This design comes from an exercise in tuning for small area, a short achievable clock period and few clock cycles per item on the open sky130 flow, not from production work.

Setup of v21:
Design cordic, start of the top module:
module cordic(
    input wire [31:0]   angle,
    input wire [1:0]    opt,
    input wire          enable,
    input wire          reset,
    input wire          clk,
    output wire signed [31:0] sin_out,
    output wire signed [31:0] cos_out,
    output wire               done
);
Size: ~1100 cells after synthesis, about 63 flip-flops, about 100 I/O pins, roughly 7400 µm² of cells after synthesis.
clock: 7.0 ns
lec_check: 0
abc_area: 1
cap_margin: 20
core_margin: 2
core_utilization: 40
cts_buf_list: sky130_fd_sc_hd__clkbuf_8
cts_cluster_size: 24
setup_slack_margin: 3.5
slew_margin: 20
standard.sh (not shown) runs the stock make flow with config.mk's settings and CLKGATE_MAP_FILE= SYNTH_SCRIPT=/design/flow/synth_recipe.tcl, a recipe that flattens the netlist after the stock synthesis.
==> flow/flow/run.sh <==
#!/bin/bash
# The standard layout (standard.sh) with extra ORFS settings: port buffers
# made from sky130_fd_sc_hd__buf_1. ORFS writes each step's log under orfs/logs;
# make's own output goes to make.log.
set -euo pipefail
bash standard.sh 'BUFFER_PORTS_ARGS=-buffer_cell sky130_fd_sc_hd__buf_1' finish > make.log 2>&1
diff inputs: v21 => v12
--- a/flow/design.v
+++ b/flow/design.v
@@ -28,29 +28,28 @@
             4'd14: atan_table = 16'd4;
             default: atan_table = 16'd2;
         endcase
     endfunction
     reg signed [17:0] x, y;
     reg [15:0] z;
-    reg [4:0]  n;                
+    reg [4:0]  m;                
+    reg [3:0]  sa, sb;           
     reg        dx, dyn, dz;      
     reg        sat_r, neg_r;     
     reg        sin_en, cos_en;   
-    wire done_r = n[4];
+    wire done_r = m[4];
     wire run    = enable & ~done_r;
-    wire first  = (n[3:0] == 4'd0);
-    wire st1    = (n[3:0] == 4'd1);
-    wire last   = (n[3:0] == 4'd15);
-    wire signed [17:0] yi = y ^ {18{dx}};
-    wire signed [17:0] xi = x ^ {18{dyn}};
-    wire [17:0] ys = yi >>> n[3:0];
-    wire [17:0] xs = xi >>> n[3:0];
+    wire first  = (m[3:0] == 4'd15);
+    wire st1    = (m[3:0] == 4'd14);
+    wire last   = (m[3:0] == 4'd0);
+    wire [17:0] ys = y >>> sa;
+    wire [17:0] xs = x >>> ~sb;
     wire [17:0] x_nx, y_nx;
     wire [15:0] z_nx;
     wire        ax_m = dx;
-    wire [17:0] ax_b = ys;
+    wire [17:0] ax_b = ys ^ {18{ax_m}};
     wire [17:0] ax_p = x ^ ax_b;
     wire [17:0] ax_g = x & ax_b;
     wire ax_c0 = ax_g[0] | (ax_p[0] & ax_m);
     wire ax_G0 = ax_g[17] | (ax_p[17] & ax_g[16]);
     wire ax_P0 = ax_p[17] & ax_p[16];
     wire ax_G1 = ax_g[16] | (ax_p[16] & ax_g[15]);
@@ -151,13 +150,13 @@
     wire ax_G55 = ax_G41 | (ax_P41 & ax_G16);
     wire ax_G56 = ax_G42 | (ax_P42 & ax_c0);
     wire ax_G57 = ax_G47 | (ax_P47 & ax_G16);
     wire ax_G58 = ax_G48 | (ax_P48 & ax_c0);
     assign x_nx = ax_p ^ {ax_G58, ax_G49, ax_G50, ax_G51, ax_G52, ax_G53, ax_G54, ax_G55, ax_G56, ax_G43, ax_G44, ax_G45, ax_G46, ax_G31, ax_G32, ax_G16, ax_c0, ax_m};
     wire        ay_m = dyn;
-    wire [17:0] ay_b = xs;
+    wire [17:0] ay_b = xs ^ {18{ay_m}};
     wire [17:0] ay_p = y ^ ay_b;
     wire [17:0] ay_g = y & ay_b;
     wire ay_c0 = ay_g[0] | (ay_p[0] & ay_m);
     wire ay_G0 = ay_g[17] | (ay_p[17] & ay_g[16]);
     wire ay_P0 = ay_p[17] & ay_p[16];
     wire ay_G1 = ay_g[16] | (ay_p[16] & ay_g[15]);
@@ -266,13 +265,13 @@
             2'b01:   zc01 = -16'd16321;    
             2'b00:   zc01 = -16'd21087;
             2'b11:   zc01 =  16'd21087;
             default: zc01 =  16'd16321;    
         endcase
     end
-    wire [15:0] z_b = st1 ? zc01 : atan_table(n[3:0]);
+    wire [15:0] z_b = st1 ? zc01 : atan_table(~m[3:0]);
     wire        az_m = dz & ~st1;
     wire [15:0] az_b = z_b ^ {16{az_m}};
     wire [15:0] az_p = z ^ az_b;
     wire [15:0] az_g = z & az_b;
     wire az_c0 = az_g[0] | (az_p[0] & az_m);
     wire az_G0 = az_g[15] | (az_p[15] & az_g[14]);
@@ -374,23 +373,26 @@
             z   <= first ? angle[15:0] : z_nx;
             dx  <= d_nx;
             dyn <= ~d_nx;
             dz  <= d_nx;
         end
     end
-    always @(posedge clk) begin
-        if (run) begin
-            x <= first ? K : (last & ~cos_en) ? 18'd0 : x_nx;
-            y <= first ? (angle[31] ? NK : K) :
-                 (last & ~sin_en) ? 18'd0 : y_nx;
-        end
-    end
     always @(posedge clk or posedge reset) begin
-        if (reset)
-            n <= 5'd0;
-        else if (run)
-            n <= n + 5'd1;
+        if (reset) begin
+            x  <= K;
+            y  <= 18'd0;
+            m  <= 5'd15;
+            sa <= 4'd0;
+            sb <= 4'hf;
+        end else if (run) begin
+            if (!first) x <= (last & ~cos_en) ? 18'd0 : x_nx;
+            y  <= first ? (angle[31] ? NK : K) :
+                  (last & ~sin_en) ? 18'd0 : y_nx;
+            m  <= m - 5'd1;
+            sa <= sa + 4'd1;
+            sb <= ~(sa + 4'd1);
+        end
     end
     assign done    = done_r;
     assign sin_out = {{14{y[17]}}, y};
     assign cos_out = {{14{x[17]}}, x};
 endmodule
Results
- v12: no failed stages, no open violations at the end
- Changes observed in v12 relative to v21: final critical-path share of the clock period -3.8 points, design area comparable, share of synthesized flip-flops with an asynchronous set or reset went up.
Function was not checked in any run of this note: the RTL went through the layout flow alone.

afterwards: timing with drivers on the ports:
Ports are ideal in the flow. The routed layouts listed here were re-timed in OpenROAD.
Step 1 assumes that a clkbuf_16 drives the clock port and a buf_2 every other input.
Step 2 moves the port delays by t, midway between the first and last clock arrival at a register: inputs arrive t later, outputs are due t later. That takes back most of the time a late clock gives input paths.
Slacks: ideal ports / drivers / drivers and shift; pairs: ideal ports / drivers.
| run | shift t [ns] | slack for setup (ns) | latest minus earliest clock arrival (ns) | worst register clock-pin slew, ns |
|---|---|---|---|---|
| v21 | 0.411 | 3.397 / 3.397 / 3.397 | 0.014 / 0.014 | 0.10 / 0.10 |
| v12 | 0.410 | 3.665 / 3.665 / 3.284 | 0.013 / 0.013 | 0.08 / 0.08 |
After both steps every run listed still meets setup and hold. For v12, which loses most, drivers alone change the setup slack by 0.000 ns; drivers and shift together by -0.381 ns.
